What follows belongs to an exercise in optimizing a design on an open flow for small area, a short achievable clock period and few clock cycles; a production flow would make more cautious choices. In this exercise RTL edits were held to simulation tests only and were not proved equivalent to the original. Power figures rest on the tool's default switching activity, not on a simulated workload.

<file path="design/flow/run.sh">
#!/bin/bash
# synth_recipe.tcl (not shown) runs the flow's synth.tcl, then flattens the netlist and writes it again
# the make line also repeats each setting of config.mk as NAME=value (left out here)
make -C /OpenROAD-flow-scripts/flow DESIGN_CONFIG=/design/flow/config.mk WORK_HOME=/design/flow/orfs CLKGATE_MAP_FILE= SYNTH_SCRIPT=/design/flow/synth_recipe.tcl finish
</file>
<file path="design/flow/config.mk">
export PLATFORM = sky130hd
export DESIGN_NAME = scr1_pipe_ialu
export DESIGN_NICKNAME = scr1_pipe_ialu
export VERILOG_FILES = /design/flow/design.v
export SDC_FILE = /design/flow/constraint.sdc
export NUM_CORES = 4
export LEC_CHECK = 0
export CAP_MARGIN = 20
export CORE_MARGIN = 2
export CORE_UTILIZATION = 40
export SLEW_MARGIN = 20
</file>
<file path="design/flow/constraint.sdc">
create_clock -name core_clock -period 16.5 [get_ports {clk}]
set_input_delay 3.3000 -clock core_clock [delete_from_list [all_inputs] [get_ports {clk}]]
set_output_delay 3.3000 -clock core_clock [all_outputs]
set_load 0.01 [all_outputs]
</file>
<file path="design/flow/design.v">
parameter int unsigned SCR1_MTVEC_BASE_WR_BITS = 26;     
parameter int unsigned SCR1_TDU_TRIG_NUM = 2;    
parameter bit [32-1:0]          SCR1_ARCH_RST_VECTOR        = 'h200;             
parameter bit [32-1:0]          SCR1_ARCH_MTVEC_BASE        = 'h1C0;             
parameter bit [32-1:0]   SCR1_TCM_ADDR_MASK          = 'hFFFF0000;        
parameter bit [32-1:0]   SCR1_TCM_ADDR_PATTERN       = 'h00480000;        
parameter bit [32-1:0]   SCR1_TIMER_ADDR_MASK        = 'hFFFFFFE0;        
parameter bit [32-1:0]   SCR1_TIMER_ADDR_PATTERN     = 'h00490000;        
localparam [32-1:0]      SCR1_SIM_EXIT_ADDR      = 32'h0000_00F8;
localparam [32-1:0]      SCR1_SIM_PRINT_ADDR     = 32'hF000_0000;
localparam [32-1:0]      SCR1_SIM_EXT_IRQ_ADDR   = 32'hF000_0100;
localparam [32-1:0]      SCR1_SIM_SOFT_IRQ_ADDR  = 32'hF000_0200;
typedef logic [32-1:0]  type_scr1_mprf_v;
typedef logic [32-1:0]  type_scr1_pc_v;
parameter int unsigned  SCR1_CSR_ADDR_WIDTH             = 12;
parameter int unsigned  SCR1_CSR_MTVEC_BASE_ZERO_BITS   = 6;
parameter int unsigned  SCR1_CSR_MTVEC_BASE_VAL_BITS    = 32-SCR1_CSR_MTVEC_BASE_ZERO_BITS;
parameter bit [32-1:SCR1_CSR_MTVEC_BASE_ZERO_BITS]  SCR1_CSR_MTVEC_BASE_WR_RST_VAL    =
                                      SCR1_CSR_MTVEC_BASE_VAL_BITS'(SCR1_ARCH_MTVEC_BASE >> SCR1_CSR_MTVEC_BASE_ZERO_BITS);
parameter int unsigned  SCR1_CSR_MTVEC_BASE_RO_BITS = (32-(SCR1_CSR_MTVEC_BASE_ZERO_BITS+SCR1_MTVEC_BASE_WR_BITS));
parameter int unsigned SCR1_EXC_CODE_WIDTH_E    = 4;
typedef enum logic [SCR1_EXC_CODE_WIDTH_E-1:0] {
    SCR1_EXC_CODE_INSTR_MISALIGN        = 4'd0,      
    SCR1_EXC_CODE_INSTR_ACCESS_FAULT    = 4'd1,      
    SCR1_EXC_CODE_ILLEGAL_INSTR         = 4'd2,      
    SCR1_EXC_CODE_BREAKPOINT            = 4'd3,      
    SCR1_EXC_CODE_LD_ADDR_MISALIGN      = 4'd4,      
    SCR1_EXC_CODE_LD_ACCESS_FAULT       = 4'd5,      
    SCR1_EXC_CODE_ST_ADDR_MISALIGN      = 4'd6,      
    SCR1_EXC_CODE_ST_ACCESS_FAULT       = 4'd7,      
    SCR1_EXC_CODE_ECALL_M               = 4'd11      
} type_scr1_exc_code_e;
parameter bit [SCR1_EXC_CODE_WIDTH_E-1:0] SCR1_EXC_CODE_IRQ_M_SOFTWARE      = 4'd3;
parameter bit [SCR1_EXC_CODE_WIDTH_E-1:0] SCR1_EXC_CODE_IRQ_M_TIMER         = 4'd7;
parameter bit [SCR1_EXC_CODE_WIDTH_E-1:0] SCR1_EXC_CODE_IRQ_M_EXTERNAL      = 4'd11;
parameter bit [SCR1_EXC_CODE_WIDTH_E-1:0] SCR1_EXC_CODE_RESET               = 4'd0;
typedef enum logic [1:0] {
    SCR1_OP_WIDTH_BYTE  = 2'b00,
    SCR1_OP_WIDTH_HALF  = 2'b01,
    SCR1_OP_WIDTH_WORD  = 2'b10
} type_scr1_op_width_e;
typedef enum logic [1:0] {
    SCR1_INSTR_RVC0     = 2'b00,
    SCR1_INSTR_RVC1     = 2'b01,
    SCR1_INSTR_RVC2     = 2'b10,
    SCR1_INSTR_RVI      = 2'b11
} type_scr1_instr_type_e;
typedef enum logic [6:2] {
    SCR1_OPCODE_LOAD        = 5'b00000,
    SCR1_OPCODE_MISC_MEM    = 5'b00011,
    SCR1_OPCODE_OP_IMM      = 5'b00100,
    SCR1_OPCODE_AUIPC       = 5'b00101,
    SCR1_OPCODE_STORE       = 5'b01000,
    SCR1_OPCODE_OP          = 5'b01100,
    SCR1_OPCODE_LUI         = 5'b01101,
    SCR1_OPCODE_BRANCH      = 5'b11000,
    SCR1_OPCODE_JALR        = 5'b11001,
    SCR1_OPCODE_JAL         = 5'b11011,
    SCR1_OPCODE_SYSTEM      = 5'b11100
} type_scr1_rvi_opcode_e;
localparam SCR1_IALU_OP_ALL_NUM_E = 2;
localparam SCR1_IALU_OP_WIDTH_E   = $clog2(SCR1_IALU_OP_ALL_NUM_E);
typedef enum logic [SCR1_IALU_OP_WIDTH_E-1:0] {
    SCR1_IALU_OP_REG_IMM,           
    SCR1_IALU_OP_REG_REG            
} type_scr1_ialu_op_sel_e;
localparam SCR1_IALU_CMD_ALL_NUM_E    = 23;
localparam SCR1_IALU_CMD_WIDTH_E      = $clog2(SCR1_IALU_CMD_ALL_NUM_E);
typedef enum logic [SCR1_IALU_CMD_WIDTH_E-1:0] {
    SCR1_IALU_CMD_NONE  = '0,    
    SCR1_IALU_CMD_AND,           
    SCR1_IALU_CMD_OR,            
    SCR1_IALU_CMD_XOR,           
    SCR1_IALU_CMD_ADD,           
    SCR1_IALU_CMD_SUB,           
    SCR1_IALU_CMD_SUB_LT,        
    SCR1_IALU_CMD_SUB_LTU,       
    SCR1_IALU_CMD_SUB_EQ,        
    SCR1_IALU_CMD_SUB_NE,        
    SCR1_IALU_CMD_SUB_GE,        
    SCR1_IALU_CMD_SUB_GEU,       
    SCR1_IALU_CMD_SLL,           
    SCR1_IALU_CMD_SRL,           
    SCR1_IALU_CMD_SRA            
    ,
    SCR1_IALU_CMD_MUL,           
    SCR1_IALU_CMD_MULHU,         
    SCR1_IALU_CMD_MULHSU,        
    SCR1_IALU_CMD_MULH,          
    SCR1_IALU_CMD_DIV,           
    SCR1_IALU_CMD_DIVU,          
    SCR1_IALU_CMD_REM,           
    SCR1_IALU_CMD_REMU           
} type_scr1_ialu_cmd_sel_e;
localparam SCR1_SUM2_OP_ALL_NUM_E    = 2;
localparam SCR1_SUM2_OP_WIDTH_E      = $clog2(SCR1_SUM2_OP_ALL_NUM_E);
typedef enum logic [SCR1_SUM2_OP_WIDTH_E-1:0] {
    SCR1_SUM2_OP_PC_IMM,         
    SCR1_SUM2_OP_REG_IMM         
} type_scr1_ialu_sum2_op_sel_e;
localparam SCR1_LSU_CMD_ALL_NUM_E   = 9;
localparam SCR1_LSU_CMD_WIDTH_E     = $clog2(SCR1_LSU_CMD_ALL_NUM_E);
typedef enum logic [SCR1_LSU_CMD_WIDTH_E-1:0] {
    SCR1_LSU_CMD_NONE = '0,
    SCR1_LSU_CMD_LB,
    SCR1_LSU_CMD_LH,
    SCR1_LSU_CMD_LW,
    SCR1_LSU_CMD_LBU,
    SCR1_LSU_CMD_LHU,
    SCR1_LSU_CMD_SB,
    SCR1_LSU_CMD_SH,
    SCR1_LSU_CMD_SW
} type_scr1_lsu_cmd_sel_e;
localparam SCR1_CSR_OP_ALL_NUM_E   = 2;
localparam SCR1_CSR_OP_WIDTH_E     = $clog2(SCR1_CSR_OP_ALL_NUM_E);
typedef enum logic [SCR1_CSR_OP_WIDTH_E-1:0] {
    SCR1_CSR_OP_IMM,
    SCR1_CSR_OP_REG
} type_scr1_csr_op_sel_e;
localparam SCR1_CSR_CMD_ALL_NUM_E   = 4;
localparam SCR1_CSR_CMD_WIDTH_E     = $clog2(SCR1_CSR_CMD_ALL_NUM_E);
typedef enum logic [SCR1_CSR_CMD_WIDTH_E-1:0] {
    SCR1_CSR_CMD_NONE = '0,
    SCR1_CSR_CMD_WRITE,
    SCR1_CSR_CMD_SET,
    SCR1_CSR_CMD_CLEAR
} type_scr1_csr_cmd_sel_e;
localparam SCR1_RD_WB_ALL_NUM_E = 7;
localparam SCR1_RD_WB_WIDTH_E   = $clog2(SCR1_RD_WB_ALL_NUM_E);
typedef enum logic [SCR1_RD_WB_WIDTH_E-1:0] {
    SCR1_RD_WB_NONE = '0,
    SCR1_RD_WB_IALU,             
    SCR1_RD_WB_SUM2,             
    SCR1_RD_WB_IMM,              
    SCR1_RD_WB_INC_PC,           
    SCR1_RD_WB_LSU,              
    SCR1_RD_WB_CSR               
} type_scr1_rd_wb_sel_e;
localparam SCR1_GPR_FIELD_WIDTH = 5;
typedef struct packed {
    logic                               instr_rvc;       
    type_scr1_ialu_op_sel_e             ialu_op;
    type_scr1_ialu_cmd_sel_e            ialu_cmd;
    type_scr1_ialu_sum2_op_sel_e        sum2_op;
    type_scr1_lsu_cmd_sel_e             lsu_cmd;
    type_scr1_csr_op_sel_e              csr_op;
    type_scr1_csr_cmd_sel_e             csr_cmd;
    type_scr1_rd_wb_sel_e               rd_wb_sel;
    logic                               jump_req;
    logic                               branch_req;
    logic                               mret_req;
    logic                               fencei_req;
    logic                               wfi_req;
    logic [SCR1_GPR_FIELD_WIDTH-1:0]    rs1_addr;        
    logic [SCR1_GPR_FIELD_WIDTH-1:0]    rs2_addr;
    logic [SCR1_GPR_FIELD_WIDTH-1:0]    rd_addr;
    logic [32-1:0]              imm;             
    logic                               exc_req;
    type_scr1_exc_code_e                exc_code;
} type_scr1_exu_cmd_s;
module scr1_pipe_ialu (
    input   logic                           clk,                         
    input   logic                           rst_n,                       
    input   logic                           exu2ialu_rvm_cmd_vd_i,       
    output  logic                           ialu2exu_rvm_res_rdy_o,      
    input   logic [32-1:0]          exu2ialu_main_op1_i,         
    input   logic [32-1:0]          exu2ialu_main_op2_i,         
    input   logic [SCR1_IALU_CMD_WIDTH_E-1:0] exu2ialu_cmd_i,             
    output  logic [32-1:0]          ialu2exu_main_res_o,         
    output  logic                           ialu2exu_cmp_res_o,          
    input   logic [32-1:0]          exu2ialu_addr_op1_i,         
    input   logic [32-1:0]          exu2ialu_addr_op2_i,         
    output  logic [32-1:0]          ialu2exu_addr_res_o          
);
localparam SCR1_MUL_WIDTH     = 32;
localparam SCR1_MUL_RES_WIDTH = 2 * 32;
localparam SCR1_MDU_SUM_WIDTH = 32 + 1;
localparam SCR1_DIV_WIDTH     = 1;
localparam SCR1_DIV_CNT_INIT  = 32'b1 << (32/SCR1_DIV_WIDTH - 2);
typedef struct packed {
    logic       z;       
    logic       s;       
    logic       o;       
    logic       c;       
} type_scr1_ialu_flags_s;
typedef enum logic [1:0] {
    SCR1_IALU_MDU_FSM_IDLE,
    SCR1_IALU_MDU_FSM_ITER,
    SCR1_IALU_MDU_FSM_CORR
} type_scr1_ialu_fsm_state;
typedef enum logic [1:0] {
   SCR1_IALU_MDU_NONE,
   SCR1_IALU_MDU_MUL,
   SCR1_IALU_MDU_DIV
} type_scr1_ialu_mdu_cmd;
logic        [32:0]                 main_sum_res;        
type_scr1_ialu_flags_s                      main_sum_flags;      
logic                                       main_sum_pos_ovflw;  
logic                                       main_sum_neg_ovflw;  
logic                                       main_ops_diff_sgn;   
logic                                       main_ops_non_zero;   
logic                                       ialu_cmd_shft;       
logic signed [32-1:0]               shft_op1;            
logic        [4:0]                          shft_op2;            
logic        [1:0]                          shft_cmd;            
logic        [32-1:0]               shft_res;            
logic                                       mdu_cmd_is_iter;     
logic                                       mdu_iter_req;        
logic                                       mdu_iter_rdy;        
logic                                       mdu_corr_req;        
logic                                       div_corr_req;        
logic                                       rem_corr_req;        
type_scr1_ialu_fsm_state                    mdu_fsm_ff;          
type_scr1_ialu_fsm_state                    mdu_fsm_next;        
logic                                       mdu_fsm_idle;        
logic                                       mdu_fsm_corr;        
type_scr1_ialu_mdu_cmd                      mdu_cmd;             
logic                                       mdu_cmd_mul;         
logic                                       mdu_cmd_div;         
logic        [1:0]                          mul_cmd;             
logic                                       mul_cmd_hi;          
logic        [1:0]                          div_cmd;             
logic                                       div_cmd_div;         
logic                                       div_cmd_rem;         
logic                                       mul_op1_is_sgn;      
logic                                       mul_op2_is_sgn;      
logic                                       mul_op1_sgn;         
logic                                       mul_op2_sgn;         
logic signed [32:0]                 mul_op1;             
logic signed [SCR1_MUL_WIDTH:0]             mul_op2;             
logic signed [SCR1_MUL_RES_WIDTH-1:0]       mul_res;             
logic                                       div_ops_are_sgn;
logic                                       div_op1_is_neg;
logic                                       div_op2_is_neg;
logic                                       div_res_rem_c;
logic        [32-1:0]               div_res_rem;
logic        [32-1:0]               div_res_quo;
logic                                       div_quo_bit;
logic                                       div_dvdnd_lo_upd;
logic        [32-1:0]               div_dvdnd_lo_ff;
logic        [32-1:0]               div_dvdnd_lo_next;
logic                                       mdu_sum_sub;         
logic signed [SCR1_MDU_SUM_WIDTH-1:0]       mdu_sum_op1;         
logic signed [SCR1_MDU_SUM_WIDTH-1:0]       mdu_sum_op2;         
logic signed [SCR1_MDU_SUM_WIDTH-1:0]       mdu_sum_res;         
logic                                       mdu_iter_cnt_en;
logic        [32-1:0]               mdu_iter_cnt;
logic        [32-1:0]               mdu_iter_cnt_next;
logic                                       mdu_res_upd;
logic                                       mdu_res_c_ff;
logic                                       mdu_res_c_next;
logic        [32-1:0]               mdu_res_hi_ff;
logic        [32-1:0]               mdu_res_hi_next;
logic        [32-1:0]               mdu_res_lo_ff;
logic        [32-1:0]               mdu_res_lo_next;
always_comb begin
    main_sum_res = (exu2ialu_cmd_i != SCR1_IALU_CMD_ADD)
                 ? ({1'b0, exu2ialu_main_op1_i} - {1'b0, exu2ialu_main_op2_i})    
                 : ({1'b0, exu2ialu_main_op1_i} + {1'b0, exu2ialu_main_op2_i});   
    main_sum_pos_ovflw = ~exu2ialu_main_op1_i[32-1]
                       &  exu2ialu_main_op2_i[32-1]
                       &  main_sum_res[32-1];
    main_sum_neg_ovflw =  exu2ialu_main_op1_i[32-1]
                       & ~exu2ialu_main_op2_i[32-1]
                       & ~main_sum_res[32-1];
    main_sum_flags.c = main_sum_res[32];
    main_sum_flags.z = ~|main_sum_res[32-1:0];
    main_sum_flags.s = main_sum_res[32-1];
    main_sum_flags.o = main_sum_pos_ovflw | main_sum_neg_ovflw;
end
assign ialu2exu_addr_res_o = exu2ialu_addr_op1_i + exu2ialu_addr_op2_i;
assign ialu_cmd_shft = (exu2ialu_cmd_i == SCR1_IALU_CMD_SLL)
                     | (exu2ialu_cmd_i == SCR1_IALU_CMD_SRL)
                     | (exu2ialu_cmd_i == SCR1_IALU_CMD_SRA);
assign shft_cmd      = ialu_cmd_shft
                     ? {(exu2ialu_cmd_i != SCR1_IALU_CMD_SLL),
                        (exu2ialu_cmd_i == SCR1_IALU_CMD_SRA)}
                     : 2'b00;
always_comb begin
    shft_op1 = exu2ialu_main_op1_i;
    shft_op2 = exu2ialu_main_op2_i[4:0];
    case (shft_cmd)
        2'b10   : shft_res = shft_op1  >> shft_op2;
        2'b11   : shft_res = shft_op1 >>> shft_op2;
        default : shft_res = shft_op1  << shft_op2;
    endcase
end
assign mdu_cmd_div = (exu2ialu_cmd_i == SCR1_IALU_CMD_DIV)
                   | (exu2ialu_cmd_i == SCR1_IALU_CMD_DIVU)
                   | (exu2ialu_cmd_i == SCR1_IALU_CMD_REM)
                   | (exu2ialu_cmd_i == SCR1_IALU_CMD_REMU);
assign mdu_cmd_mul = (exu2ialu_cmd_i == SCR1_IALU_CMD_MUL)
                   | (exu2ialu_cmd_i == SCR1_IALU_CMD_MULH)
                   | (exu2ialu_cmd_i == SCR1_IALU_CMD_MULHU)
                   | (exu2ialu_cmd_i == SCR1_IALU_CMD_MULHSU);
assign mdu_cmd     = mdu_cmd_div ? SCR1_IALU_MDU_DIV
                   : mdu_cmd_mul ? SCR1_IALU_MDU_MUL
                                 : SCR1_IALU_MDU_NONE;
assign main_ops_non_zero = |exu2ialu_main_op1_i & |exu2ialu_main_op2_i;
assign main_ops_diff_sgn = exu2ialu_main_op1_i[32-1]
                         ^ exu2ialu_main_op2_i[32-1];
    assign mdu_cmd_is_iter = mdu_cmd_div;
assign mdu_iter_req = mdu_cmd_is_iter ? (main_ops_non_zero & mdu_fsm_idle) : 1'b0;
assign mdu_iter_rdy = mdu_iter_cnt[0];
assign div_cmd_div = (div_cmd == 2'b00);
assign div_cmd_rem = div_cmd[1];
assign div_corr_req = div_cmd_div & main_ops_diff_sgn;
assign rem_corr_req = div_cmd_rem & |div_res_rem & (div_op1_is_neg ^ div_res_rem_c);
assign mdu_corr_req = mdu_cmd_div & (div_corr_req | rem_corr_req);
assign mdu_iter_cnt_en = exu2ialu_rvm_cmd_vd_i & ~ialu2exu_rvm_res_rdy_o;
always_ff @(posedge clk) begin
    if (mdu_iter_cnt_en) begin
        mdu_iter_cnt <= mdu_iter_cnt_next;
    end
end
assign mdu_iter_cnt_next = ~mdu_fsm_idle ? mdu_iter_cnt >> 1
                         : mdu_cmd_div   ? SCR1_DIV_CNT_INIT
                                         : mdu_iter_cnt;
always_ff @(posedge clk, negedge rst_n) begin
    if (~rst_n) begin
        mdu_fsm_ff <= SCR1_IALU_MDU_FSM_IDLE;
    end else begin
        mdu_fsm_ff <= mdu_fsm_next;
    end
end
always_comb begin
    mdu_fsm_next = SCR1_IALU_MDU_FSM_IDLE;
    if (exu2ialu_rvm_cmd_vd_i) begin
        case (mdu_fsm_ff)
            SCR1_IALU_MDU_FSM_IDLE : begin
                mdu_fsm_next = mdu_iter_req  ? SCR1_IALU_MDU_FSM_ITER
                                             : SCR1_IALU_MDU_FSM_IDLE;
            end
            SCR1_IALU_MDU_FSM_ITER : begin
                mdu_fsm_next = ~mdu_iter_rdy ? SCR1_IALU_MDU_FSM_ITER
                             : mdu_corr_req  ? SCR1_IALU_MDU_FSM_CORR
                                             : SCR1_IALU_MDU_FSM_IDLE;
            end
            SCR1_IALU_MDU_FSM_CORR : begin
                mdu_fsm_next = SCR1_IALU_MDU_FSM_IDLE;
            end
        endcase
    end
end
assign mdu_fsm_idle = (mdu_fsm_ff == SCR1_IALU_MDU_FSM_IDLE);
assign mdu_fsm_corr = (mdu_fsm_ff == SCR1_IALU_MDU_FSM_CORR);
assign mul_cmd  = {((exu2ialu_cmd_i == SCR1_IALU_CMD_MULHU) | (exu2ialu_cmd_i == SCR1_IALU_CMD_MULHSU)),
                   ((exu2ialu_cmd_i == SCR1_IALU_CMD_MULHU) | (exu2ialu_cmd_i == SCR1_IALU_CMD_MULH))};
assign mul_cmd_hi     = |mul_cmd;
assign mul_op1_is_sgn = ~&mul_cmd;
assign mul_op2_is_sgn = ~mul_cmd[1];
assign mul_op1_sgn    = mul_op1_is_sgn & exu2ialu_main_op1_i[32-1];
assign mul_op2_sgn    = mul_op2_is_sgn & exu2ialu_main_op2_i[32-1];
assign mul_op1 = mdu_cmd_mul ? $signed({mul_op1_sgn, exu2ialu_main_op1_i}) : '0;
assign mul_op2 = mdu_cmd_mul ? $signed({mul_op2_sgn, exu2ialu_main_op2_i}) : '0;
assign mul_res = mdu_cmd_mul ? mul_op1 * mul_op2                           : $signed('0);
assign div_cmd  = {((exu2ialu_cmd_i == SCR1_IALU_CMD_REM)   | (exu2ialu_cmd_i == SCR1_IALU_CMD_REMU)),
                   ((exu2ialu_cmd_i == SCR1_IALU_CMD_REMU)  | (exu2ialu_cmd_i == SCR1_IALU_CMD_DIVU))};
assign div_ops_are_sgn = ~div_cmd[0];
assign div_op1_is_neg  = div_ops_are_sgn & exu2ialu_main_op1_i[32-1];
assign div_op2_is_neg  = div_ops_are_sgn & exu2ialu_main_op2_i[32-1];
always_comb begin
    div_res_rem_c = '0;
    div_res_rem   = '0;
    div_res_quo   = '0;
    div_quo_bit   = 1'b0;
    if (mdu_cmd_div & ~mdu_fsm_corr) begin
        div_res_rem_c = mdu_sum_res[SCR1_MDU_SUM_WIDTH-1];
        div_res_rem   = mdu_sum_res[SCR1_MDU_SUM_WIDTH-2:0];
        div_quo_bit   = ~(div_op1_is_neg ^ div_res_rem_c)
                      | (div_op1_is_neg & ({mdu_sum_res, div_dvdnd_lo_next} == '0));
        div_res_quo   = mdu_fsm_idle
                      ? {'0, div_quo_bit}
                      : {mdu_res_lo_ff[32-2:0], div_quo_bit};
    end
end
assign div_dvdnd_lo_upd = exu2ialu_rvm_cmd_vd_i & ~ialu2exu_rvm_res_rdy_o;
always_ff @(posedge clk) begin
    if (div_dvdnd_lo_upd) begin
        div_dvdnd_lo_ff <= div_dvdnd_lo_next;
    end
end
assign div_dvdnd_lo_next = (~mdu_cmd_div | mdu_fsm_corr) ? '0
                         : mdu_fsm_idle                  ? exu2ialu_main_op1_i << 1
                                                         : div_dvdnd_lo_ff     << 1;
always_comb begin
    mdu_sum_sub    = 1'b0;
    mdu_sum_op1    = '0;
    mdu_sum_op2    = '0;
    case (mdu_cmd)
        SCR1_IALU_MDU_DIV : begin
            logic           sgn;
            logic           inv;
            sgn         = mdu_fsm_corr ? div_op1_is_neg ^ mdu_res_c_ff
                        : mdu_fsm_idle ? 1'b0
                                       : ~mdu_res_lo_ff[0];
            inv         = div_ops_are_sgn & main_ops_diff_sgn;
            mdu_sum_sub = ~inv ^ sgn;
            mdu_sum_op1 = mdu_fsm_corr ? $signed({1'b0, mdu_res_hi_ff})
                        : mdu_fsm_idle ? $signed({div_op1_is_neg, exu2ialu_main_op1_i[32-1]})
                                       : $signed({mdu_res_hi_ff, div_dvdnd_lo_ff[32-1]});
            mdu_sum_op2 = $signed({div_op2_is_neg, exu2ialu_main_op2_i});
        end
        default : begin end
    endcase
    mdu_sum_res = mdu_sum_sub
                ? (mdu_sum_op1 - mdu_sum_op2)
                : (mdu_sum_op1 + mdu_sum_op2);
end
assign mdu_res_upd = exu2ialu_rvm_cmd_vd_i & ~ialu2exu_rvm_res_rdy_o;
always_ff @(posedge clk) begin
    if (mdu_res_upd) begin
        mdu_res_c_ff  <= mdu_res_c_next;
        mdu_res_hi_ff <= mdu_res_hi_next;
        mdu_res_lo_ff <= mdu_res_lo_next;
    end
end
assign mdu_res_c_next  = mdu_cmd_div ? div_res_rem_c : mdu_res_c_ff;
assign mdu_res_hi_next = mdu_cmd_div ? div_res_rem
                                     : mdu_res_hi_ff;
assign mdu_res_lo_next = mdu_cmd_div ? div_res_quo
                                     : mdu_res_lo_ff;
always_comb begin
    ialu2exu_main_res_o    = '0;
    ialu2exu_cmp_res_o     = 1'b0;
    ialu2exu_rvm_res_rdy_o = 1'b1;
    case (exu2ialu_cmd_i)
        SCR1_IALU_CMD_AND : begin
            ialu2exu_main_res_o = exu2ialu_main_op1_i & exu2ialu_main_op2_i;
        end
        SCR1_IALU_CMD_OR : begin
            ialu2exu_main_res_o = exu2ialu_main_op1_i | exu2ialu_main_op2_i;
        end
        SCR1_IALU_CMD_XOR : begin
            ialu2exu_main_res_o = exu2ialu_main_op1_i ^ exu2ialu_main_op2_i;
        end
        SCR1_IALU_CMD_ADD : begin
            ialu2exu_main_res_o = main_sum_res[32-1:0];
        end
        SCR1_IALU_CMD_SUB : begin
            ialu2exu_main_res_o = main_sum_res[32-1:0];
        end
        SCR1_IALU_CMD_SUB_LT : begin
            ialu2exu_main_res_o = {31'd0, main_sum_flags.s ^ main_sum_flags.o};
            ialu2exu_cmp_res_o  = main_sum_flags.s ^ main_sum_flags.o;
        end
        SCR1_IALU_CMD_SUB_LTU : begin
            ialu2exu_main_res_o = {31'd0, main_sum_flags.c};
            ialu2exu_cmp_res_o  = main_sum_flags.c;
        end
        SCR1_IALU_CMD_SUB_EQ : begin
            ialu2exu_main_res_o = {31'd0, main_sum_flags.z};
            ialu2exu_cmp_res_o  = main_sum_flags.z;
        end
        SCR1_IALU_CMD_SUB_NE : begin
            ialu2exu_main_res_o = {31'd0, ~main_sum_flags.z};
            ialu2exu_cmp_res_o  = ~main_sum_flags.z;
        end
        SCR1_IALU_CMD_SUB_GE : begin
            ialu2exu_main_res_o = {31'd0, ~(main_sum_flags.s ^ main_sum_flags.o)};
            ialu2exu_cmp_res_o  = ~(main_sum_flags.s ^ main_sum_flags.o);
        end
        SCR1_IALU_CMD_SUB_GEU : begin
            ialu2exu_main_res_o = {31'd0, ~main_sum_flags.c};
            ialu2exu_cmp_res_o  = ~main_sum_flags.c;
        end
        SCR1_IALU_CMD_SLL,
        SCR1_IALU_CMD_SRL,
        SCR1_IALU_CMD_SRA: begin
            ialu2exu_main_res_o = shft_res;
        end
        SCR1_IALU_CMD_MUL,
        SCR1_IALU_CMD_MULHU,
        SCR1_IALU_CMD_MULHSU,
        SCR1_IALU_CMD_MULH : begin
            ialu2exu_main_res_o = mul_cmd_hi
                                ? mul_res[SCR1_MUL_RES_WIDTH-1:32]
                                : mul_res[32-1:0];
        end
        SCR1_IALU_CMD_DIV,
        SCR1_IALU_CMD_DIVU,
        SCR1_IALU_CMD_REM,
        SCR1_IALU_CMD_REMU : begin
            case (mdu_fsm_ff)
                SCR1_IALU_MDU_FSM_IDLE : begin
                    ialu2exu_main_res_o    = (|exu2ialu_main_op2_i | div_cmd_rem)
                                           ? exu2ialu_main_op1_i
                                           : '1;
                    ialu2exu_rvm_res_rdy_o = ~mdu_iter_req;
                end
                SCR1_IALU_MDU_FSM_ITER : begin
                    ialu2exu_main_res_o    = div_cmd_rem ? div_res_rem : div_res_quo;
                    ialu2exu_rvm_res_rdy_o = mdu_iter_rdy & ~mdu_corr_req;
                end
                SCR1_IALU_MDU_FSM_CORR : begin
                    ialu2exu_main_res_o    = div_cmd_rem
                                           ? mdu_sum_res[32-1:0]
                                           : -mdu_res_lo_ff[32-1:0];
                    ialu2exu_rvm_res_rdy_o = 1'b1;
                end
            endcase
        end
        default : begin end
    endcase
end
endmodule
</file>
==> results.sh <==
export IMPL_final_setup_worst_slack_ns=0.227
export IMPL_grt_pass1_wl_um=363000
export IMPL_cts_tree="yes"
export IMPL_fin_crit_sh_pct=98.6
export IMPL_worstSetupPathType="in -> out"
export IMPL_drv_max_cap_violation_count=0
export IMPL_drive_above_1_share_pct=8.93
export IMPL_ys_flop_type="edfxtp_1"
export IMPL_clock_skew_ns=0.0107
export IMPL_yosysTopAreaCellShare_pct=38.5
export IMPL_stdcell_count=9196
export IMPL_final_common_cell="inv_1"
export IMPL_timing_fmax_mhz=61.5
export IMPL_crit_path_max_fanout=18
export IMPL_antenna_found_initial=24
export IMPL_post_synth_inst_count=7034
export IMPL_vdd_ir_drop_worst_v=0.0000687
export IMPL_synth_net_count=8675
export IMPL_clock_latency_ns=0.44
export IMPL_cell_leakage_power_nw=31.9
export IMPL_worstMarginPinSlew_ns=1.27
export IMPL_share_clk_of_total_power_pct=7.3
export IMPL_htreeDepth=4
export IMPL_p_int_mw=2.22
export IMPL_grtUsageTotal_pct=32.4
export IMPL_power_density_cell_area_mw_per_mm2=73.8
export IMPL_critPathLaunchType="primary input"
export IMPL_via_count=52723
export IMPL_coreArea_mm2=0.146
export IMPL_drt_pass1_iterations=6
export IMPL_yosysWarnings=1
export IMPL_starting_density_of_the_core_pct=40.3
export IMPL_final_setup_viol_count=0
export IMPL_drc=0
export IMPL_worst_path_max_delay_cell="clkdlybuf4s50_1"
export IMPL_crit_arrival_ns=12.97
export IMPL_status="complete, no violations"
export IMPL_detail_route_wl_per_cell_um=26.5
export IMPL_synth_top_cell_by_area="fa_1"
export IMPL_synth_edff_count=127
export IMPL_cts_made_buffers=17
export IMPL_clock_sinks=129
export IMPL_worst_path_most_repeated_cell="fa_1"
export IMPL_seq_area_frac_synth_pct=6.58
export IMPL_final_net_count=8886
export IMPL_die_h_um=387
export IMPL_row_count=140
export IMPL_synthToLayoutAreaGrowth_pct=12.8
export IMPL_vias_per_cell=5.73
export IMPL_finalWirelength_um=244000
export IMPL_unrepaired_setup_endpoints_after_global_routing="true"
export IMPL_post_synth_instance_area_mm2=0.0587
export IMPL_synth_cell_type_count=95
export IMPL_post_route_min_period_ns=16.27
export IMPL_syn_mean_instance_area_um2=8.35
export IMPL_io_buffer_count=201
export IMPL_synth_top_cells_by_area="fa_1 (38%), ha_1 (8.0%), inv_1 (7.9%)"
export IMPL_seq_power_share_pct=7.4
export IMPL_ys_ff_latch=129
export IMPL_dp_cells=9130
export IMPL_place_hpwl_um=195000
export IMPL_gpl_final_weighted_congestion=1.03
export IMPL_hold_violations=0
export IMPL_first_global_vias=54880
export IMPL_comb_power_share_pct=85.3
export IMPL_clk_pin_slew_ns=0.06
export IMPL_share_of_synthesized_registers_carrying_an_async_set_or_reset_pct=1.55
export IMPL_holdCritPathClass="reg -> reg"
export IMPL_worstPathRequired_ns=13.20
export IMPL_die_area_mm2=0.150
export IMPL_die_w_um=387
export IMPL_drv_slew=0
export IMPL_detail_route_antenna_nets=0
export IMPL_power_switching_mw=2.67
export IMPL_post_place_ws_ns=-0.135
export IMPL_worst_slew_margin_rel_pct=14.6
export IMPL_critical_path_endpoint_type="output pin"
export IMPL_switching_share_pct=54.6
export IMPL_critical_path_max_stage_delay_ns=0.61
export IMPL_clockRootBuffer="clkbuf_16"
export IMPL_global_route_overflow_total=0
export IMPL_grt_start_max_net_pins=111
export IMPL_first_iter_violations=5184
export IMPL_cts_max_path_buffers=2
export IMPL_layout_common_cells="inv_1 (1243), fa_1 (1123), nand2_1 (824)"
export IMPL_pin_count=202
[cell type report]
cell class | count | area (µm²)
Clock buffer | 20 | 437
Inverter | 1248 | 4680
Antenna cell | 21 | 52.6
Multi-Input combinational cell | 5213 | 49000
Timing Repair Buffer | 636 | 5720
Tap cell | 1917 | 2400
Clock inverter | 12 | 93.8
Fill cell | 14487 | 79500
Sequential cell | 129 | 3870
[metal layers]
| layer | up-vias | track usage, % | share of wire [%] |
|---|---|---|---|
| met4 | 4 | 17.9 | 6.5 |
| met3 | 604 | 5.79 | 9.2 |
| met2 | 2705 | 51.0 | 45 |
| li1 | 22755 | - | - |
| met5 | - | 0 | 0.0098 |
| met1 | 26655 | 42.2 | 39 |
[power groups by stage]
stage | Sequential [mW] | Combinational, mW | Clock [mW]
floorplan | 0.368 | 2.17 | 0
global placement | 0.369 | 4.00 | 0
detailed placement | 0.369 | 4.01 | 0
CTS | 0.362 | 4.04 | 0.365
global route | 0.363 | 4.50 | 0.375
finish | 0.362 | 4.17 | 0.358
[final timing paths]
kind                                                start                             end  slack, ns  cells past startpoint
min                        mdu_iter_cnt[15]$_SDFFCE_PP0P_  mdu_iter_cnt[14]$_SDFFCE_PP0P_       0.52                      1
max reg2reg                       mdu_fsm_ff[1]$_DFF_PN0_     mdu_res_lo_ff[31]$_DFFE_PP_       7.77                     22
max in group asynchronous                           rst_n         mdu_fsm_ff[0]$_DFF_PN0_      13.29                      1
max                                     exu2ialu_cmd_i[4]         ialu2exu_main_res_o[17]       0.23                     39
min reg2reg                mdu_iter_cnt[15]$_SDFFCE_PP0P_  mdu_iter_cnt[14]$_SDFFCE_PP0P_       0.52                      1
min in group asynchronous                           rst_n         mdu_fsm_ff[0]$_DFF_PN0_       3.04                      1
[metrics by stage]
step | cell area (µm²) | hold slack (ns) | utilization, % | TNS (ns) | power (mW)
5_1_grt | 66200 | 0.539 | 45.4 | -1.11 | 5.24
3_3_place_gp | 65200 | 0.504 | 44.7 | -0.0568 | 4.37
6_report | 66200 | 0.521 | 45.4 | 0 | 4.89
3_5_place_dp | 65200 | 0.507 | 44.7 | -0.446 | 4.38
2_1_floorplan | 58700 | 0.497 | - | 0 | 2.54
4_1_cts | 65700 | 0.525 | 45.1 | 0 | 4.77
[flip-flops by register name (all words and copies together), names as in the netlist]
signal / count
div_dvdnd_lo_ff: 31
mdu_res_lo_ff: 32
mdu_fsm_ff: 2
mdu_iter_cnt: 31
mdu_res_c_ff: 1
mdu_res_hi_ff: 32
[Yosys cell counts, types with 17 or more instances]
library cell and n:
or3_1 17, and2_1 520, a211oi_1 34, and3_1 117
xnor2_1 149, fa_1 1128, o21ai_0 263, a221oi_1 39
nor2b_1 26, a21o_1 71, a21oi_1 385, nand2b_1 50
nand3_1 80, nand2_1 829, o31ai_1 17, xor2_1 63
o211ai_1 46, nand4_1 36, nor3_1 84, ha_1 377
mux2i_1 85, nor4_1 33, clkbuf_1 414, edfxtp_1 127
inv_1 1243, o22ai_1 34, buf_1 28, nor2_1 397
o21a_1 23, a31oi_1 38
[repair_timing]
item	CTS	global route
gates resized for setup	3	62
gates cloned	0	6
endpoints found under the setup margin	6	26
buffers inserted	0	8
hold endpoints to repair	0	0
hold buffers	0	0
pin swaps	0	15
[cell families (layout without fill, tap and decap cells)]
kind of cell             count (synthesis)  count (layout)  share of synthesized area, %
XOR/XNOR                               212             212                          3.16
multiplexers                           104             104                          2.08
AO/OA/AOI/OAI                         1131            1131                          12.1
other                                    0              21                             0
adder cells (fa/ha/maj)               1505            1505                          46.5
buffers and inverters                 1692            1916                          10.8
flip-flops                             129             129                          6.58
AND/OR/NAND/NOR                       2261            2261                          18.7
[worst max-delay path, delay by kind of cell]
| family | cells | cell delay [ns] |
|---|---|---|
| buffers and inverters | 15 | 2.76 |
| adder cells (fa/ha/maj) | 9 | 4.26 |
| AO/OA/AOI/OAI | 8 | 1.49 |
| AND/OR/NAND/NOR | 7 | 1.08 |
Testbench counts, summed over its fixed seeds: cycles 158,901.

[static timing again, ports no longer ideal]
How much do the figures lean on ideal ports? The routed layout below was timed once more, with nothing changed but the port constraints.
Step 1 sets driving cells, clkbuf_16 on the clock port and buf_2 on the other inputs (assumed; they add their load-dependent delay and slew).
Step 2 moves the port delays by t, midway between the first and last clock arrival at a register: inputs arrive t later, outputs are due t later. That takes back most of the time a late clock gives input paths.
Three values: no drivers, after step 1, after step 2; two values: the first two.
t, ns: 0.496
setup WS [ns]: 0.227 / 0.200 / 0.200
worst data-port slew with drivers (ns): 0.16
After both steps this run still meets setup and hold. The setup slack of this run moves by -0.027 ns with the drivers and by -0.027 ns with both steps.
